Background: an optimization exercise with open tools, aiming at small area. Do not read the settings as production practice.
In this exercise RTL edits were held to simulation tests only and were not proved equivalent to the original.
Power and IR drop assume default switching activity.

## JK
## risc_cpu
module risc_cpu(
input clk,
input rst,
output [31:0]imem_addr,
input [31:0]imem_data,
output [31:0]dmem_addr,
output [31:0]dmem_wdata,
output dmem_we,
output dmem_re,
input [31:0]dmem_rdata
);
reg [31:0]pc;             
reg [31:0]ir;             
reg e_regwrite,e_memwrite,e_memread,e_regdst,e_alusrc;
reg e_fa_m,e_fa_x,e_fa_r,e_sb_m,e_sb_x,e_sb_r,e_sfw;  
reg [2:0]e_op;
reg [31:0]e_a,e_b;
reg [15:0]e_imm;
reg [4:0]e_rt;
reg x_regwrite,x_memwrite,x_memread;
reg [31:0]x_res,x_wd;
reg [4:0]x_rd;
reg m_regwrite;
reg [31:0]m_data;
reg [4:0]m_rd;
wire c0=ir[26],c1=ir[27],c2=ir[28],c3=ir[29],c5=ir[31];
wire d_jump=c1&~c0;
wire d_memread=c0&c1&~c3;
wire d_memwrite=c0&c1&c3;
wire d_alusrc=c0&c1;
wire d_regwrite=~((c5^c1)|c3|c2);
wire d_regdst=~c1;
wire [1:0]aluop={~c5&~c2,c2};
wire [5:0]fn=ir[5:0];
wire [2:0]d_op;
assign d_op[0]=aluop[1]&~aluop[0]&((fn[3]&~fn[2]&fn[1]&~fn[0])|(fn[2]&~fn[3]&fn[0]&~fn[1]));
assign d_op[1]=~aluop[1]|(aluop[1]&~aluop[0]&(fn[1]|~fn[3])&~fn[2]&~fn[0]);
assign d_op[2]=(~aluop[1]&aluop[0])|(~aluop[0]&aluop[1]&~fn[2]&fn[1]&~fn[0]);
wire [4:0]rs=ir[25:21],rt=ir[20:16];
wire [4:0]e_rd=e_imm[15:11];
wire stall=(e_memread&((e_rt==rt)|(e_rt==rs)))|(d_memwrite&((e_rd==rt)|(e_rd==rs)));
wire rf_we=m_regwrite&~rst;
wire [31:0]rd1,rd2;
wire [31:0]q[0:31];
wire [31:0]s1,s2;
reg byp1,byp2;
wire [31:0]ir_d;
always@(posedge clk) begin
  byp1<=~rst&x_regwrite&(x_rd==ir_d[25:21]);
  byp2<=~rst&x_regwrite&(x_rd==ir_d[20:16]);
end
genvar i,j;
generate for(i=0;i<32;i=i+1) begin:r
  reg [31:0]v;
  wire wen=rf_we&(m_rd==i);
  wire wn=~wen;
  wire [31:0]d;
  for(j=0;j<32;j=j+1) begin:b
    rf_wmux m(.s(wen),.sn(wn),.a(m_data[j]),.b(v[j]),.y(d[j]));
  end
  always@(posedge clk) v<=d;
  assign q[i]=v;
  assign s1[i]=~byp1&(rs==i);
  ...
export LEC_CHECK = 0
export CAP_MARGIN = 20
export CORE_MARGIN = 2
export CORE_UTILIZATION = 40
export CTS_BUF_LIST = sky130_fd_sc_hd__clkbuf_8
export CTS_CLUSTER_DIAMETER = 65
export CTS_CLUSTER_SIZE = 16
export PLACE_DENSITY = 0.6
export SLEW_MARGIN = 20
export SYNTH_HIERARCHICAL = 1
export BUFFER_PORTS_ARGS = -buffer_cell sky130_fd_sc_hd__buf_1
export CTS_ARGS = -sink_clustering_enable -repair_clock_nets -buf_list sky130_fd_sc_hd__clkbuf_8 -sink_clustering_size 16 -sink_clustering_max_diameter 65 -dont_use_dummy_load
create_clock -name core_clock -period 10.0 [get_ports {clk}]
standard.sh (not shown) runs the stock make flow with config.mk's settings and CLKGATE_MAP_FILE= SYNTH_SCRIPT=/design/flow/synth_recipe.tcl, a recipe that flattens the netlist after the stock synthesis.
==> flow/flow/run.sh <==
#!/bin/bash
# Layout: the standard flow (standard.sh) unchanged, except that
#  - the port buffers are sky130_fd_sc_hd__buf_1 (buffer_ports -buffer_cell);
#  - clock tree synthesis inserts no dummy loads (-dont_use_dummy_load).
# Each step's output goes to its own log file here.
set -euo pipefail
bash standard.sh synth > run_synth.log 2>&1
cat >> config.mk <<'CFG'
export BUFFER_PORTS_ARGS = -buffer_cell sky130_fd_sc_hd__buf_1
export CTS_ARGS = -sink_clustering_enable -repair_clock_nets -buf_list sky130_fd_sc_hd__clkbuf_8 -sink_clustering_size 16 -sink_clustering_max_diameter 65 -dont_use_dummy_load
CFG
bash standard.sh finish > run_layout.log 2>&1
JK went all the way through the flow, and no timing, DRC or antenna check failed.
Edits applied to the flow inputs when going from JK to MS:
Settings: PLACE_DENSITY now 0.75, was 0.6.
Findings:
- Sort JK and MS by count of antenna diodes in the layout asc -> top: JK
- MS vs. JK: part of the power in combinational logic now larger, clock network fraction of total power decreased by 1.3 points relative to the old numbers.
- Sequential cell fraction of total power of MS is on par with JK.
- [compare] base=JK new=MS: arrival time of the worst setup path went up 0.11 ns, filler-free cell count of the finished design held.
The inputs of AL differ from those of MS as listed below.
Settings: CAP_MARGIN: 20 -> 5; SLEW_MARGIN: 20 -> 5.
## What came out
- Looking at MS and AL, the power share of the sequential group is a wash.
- A cell at the slowest stage of the critical path of nor2_4 is what AL shows, while nor4_2 belongs to MS.
- Looking at MS and AL, the cell area is a wash.
- Slew at the pin closest to its max-slew limit: AL vs MS up 0.086 ns
- In terms of switching share of power, AL and MS differ only marginally.
- Diff AL..MS | post-cts resize count | unchanged
- Re worst hold slack: MS and AL aren't equal, and the higher value belongs to AL.
- MS | status: complete | timing, DRC, antenna: pass
- AL | status: complete | timing, DRC, antenna: pass
Setup changes, AL to TR
Settings: SLEW_MARGIN: 5 -> 20; CAP_MARGIN: 5 -> 20; PLACE_DENSITY: 0.75 -> 0.9.
[summary]
- Compared with AL, TR shows routed wire length that has gone up slightly.
- Going from AL to TR, fmax went up by 0.0014 GHz; total internal power was more or less identical; slew of the pin with the lowest slew margin went down by 0.16 ns.
- Launch point of the worst path = pc[1]$_DFF_P_: TR; launch point of the worst path = ir[21]$_DFF_P_: AL


risc_cpu, a different RTL version from the one above (not shown whole).
Size in the first run: about 1300 flip-flops.
Settings: LEC_CHECK=0, CAP_MARGIN=20, CORE_MARGIN=2, CORE_UTILIZATION=40, CTS_BUF_LIST=sky130_fd_sc_hd__clkbuf_8, CTS_CLUSTER_DIAMETER=60, CTS_CLUSTER_SIZE=14, PLACE_DENSITY=0.6, SLEW_MARGIN=20, SYNTH_HIERARCHICAL=1, BUFFER_PORTS_ARGS=-buffer_cell sky130_fd_sc_hd__buf_1, CTS_ARGS=-sink_clustering_enable -repair_clock_nets -buf_list sky130_fd_sc_hd__clkbuf_8 -sink_clustering_size 14 -sink_clustering_max_diameter 60 -dont_use_dummy_load; clock period 10.0 ns.
==> flow/flow/run.sh <==
#!/bin/bash
# Layout: the standard flow (standard.sh) unchanged, except that
#  - the port buffers are sky130_fd_sc_hd__buf_1 (buffer_ports -buffer_cell);
#  - clock tree synthesis inserts no dummy loads (-dont_use_dummy_load).
# Each step's output goes to its own log file here.
set -euo pipefail
bash standard.sh synth > run_synth.log 2>&1
cat >> config.mk <<'CFG'
export BUFFER_PORTS_ARGS = -buffer_cell sky130_fd_sc_hd__buf_1
export CTS_ARGS = -sink_clustering_enable -repair_clock_nets -buf_list sky130_fd_sc_hd__clkbuf_8 -sink_clustering_size 14 -sink_clustering_max_diameter 60 -dont_use_dummy_load
CFG
bash standard.sh finish > run_layout.log 2>&1
Then changed:
==> flow/flow/run.sh (replaced) <==
#!/bin/bash
# Layout: the standard flow (standard.sh) unchanged, except that
#  - the port buffers are sky130_fd_sc_hd__buf_1 (buffer_ports -buffer_cell);
#  - clock tree synthesis inserts no dummy loads (-dont_use_dummy_load);
#  - the resizer may change a cell's footprint when it sizes it (MATCH_CELL_FOOTPRINT 0).
# Each step's output goes to its own log file here.
set -euo pipefail
bash standard.sh synth > run_synth.log 2>&1
cat >> config.mk <<'CFG'
export BUFFER_PORTS_ARGS = -buffer_cell sky130_fd_sc_hd__buf_1
export CTS_ARGS = -sink_clustering_enable -repair_clock_nets -buf_list sky130_fd_sc_hd__clkbuf_8 -sink_clustering_size 18 -sink_clustering_max_diameter 70 -dont_use_dummy_load
CFG
bash standard.sh MATCH_CELL_FOOTPRINT=0 finish > run_layout.log 2>&1
--- a/flow/config.mk
+++ b/flow/config.mk
@@ -12,2 +12,2 @@
-export CTS_CLUSTER_DIAMETER = 60
-export CTS_CLUSTER_SIZE = 14
+export CTS_CLUSTER_DIAMETER = 70
+export CTS_CLUSTER_SIZE = 18
@@ -18 +18 @@
-export CTS_ARGS = -sink_clustering_enable -repair_clock_nets -buf_list sky130_fd_sc_hd__clkbuf_8 -sink_clustering_size 14 -sink_clustering_max_diameter 60 -dont_use_dummy_load
+export CTS_ARGS = -sink_clustering_enable -repair_clock_nets -buf_list sky130_fd_sc_hd__clkbuf_8 -sink_clustering_size 18 -sink_clustering_max_diameter 70 -dont_use_dummy_load
Setup slack gains 0.056 ns. Non-clock buffer count rises by 1. Global-route usage stays flat.
Then changed:
--- a/flow/flow/run.sh
+++ b/flow/flow/run.sh
@@ -4,2 +4 @@
-#  - clock tree synthesis inserts no dummy loads (-dont_use_dummy_load);
-#  - the resizer may change a cell's footprint when it sizes it (MATCH_CELL_FOOTPRINT 0).
+#  - clock tree synthesis inserts no dummy loads (-dont_use_dummy_load).
@@ -13 +12 @@
-bash standard.sh MATCH_CELL_FOOTPRINT=0 finish > run_layout.log 2>&1
+bash standard.sh finish > run_layout.log 2>&1
What happened:
- wire length is about the same
- non-clock buffer count shrinks by 1
- die area does not change
- clock skew went up by 0.0061 ns

==> static timing again, ports no longer ideal <==
In the flow no input, the clock included, has a driving cell. The finished layouts below were timed again as built, in two steps. Step 1, drivers: a clkbuf_16 drives clk and a buf_2 each remaining input, both assumed. Step 2 moves the port delays by t, midway between the first and last clock arrival at a register: inputs arrive t later, outputs are due t later. That takes back most of the time a late clock gives input paths. Three values: no drivers, after step 1, after step 2; two values: the first two.
| run | t (ns) | setup slack, ns | clock arrival spread, ns | slew at the worst register clock pin (ns) | cell pins on the clock port's net |
|---|---|---|---|---|---|
| JK | 0.872 | 0.431 / 0.346 / 0.948 | 0.159 / 0.160 | 0.11 / 0.11 | 1 |
| MS | 0.833 | 0.322 / 0.250 / 0.874 | 0.094 / 0.094 | 0.12 / 0.12 | 1 |
| AL | 0.834 | 0.331 / 0.259 / 0.891 | 0.090 / 0.090 | 0.11 / 0.11 | 1 |
| TR | 0.849 | 0.463 / 0.392 / 0.464 | 0.170 / 0.170 | 0.12 / 0.12 | 1 |
| the first run of note 2 | 0.938 | 0.584 / 0.512 / 1.450 | 0.122 / 0.122 | 0.10 / 0.10 | 1 |
| the second run of note 2 | 0.906 | 0.640 / 0.554 / 1.461 | 0.112 / 0.113 | 0.12 / 0.12 | 1 |
| the third run of note 2 | 0.903 | 0.564 / 0.479 / 1.382 | 0.110 / 0.110 | 0.12 / 0.12 | 1 |
After both steps every run listed still meets setup and hold.
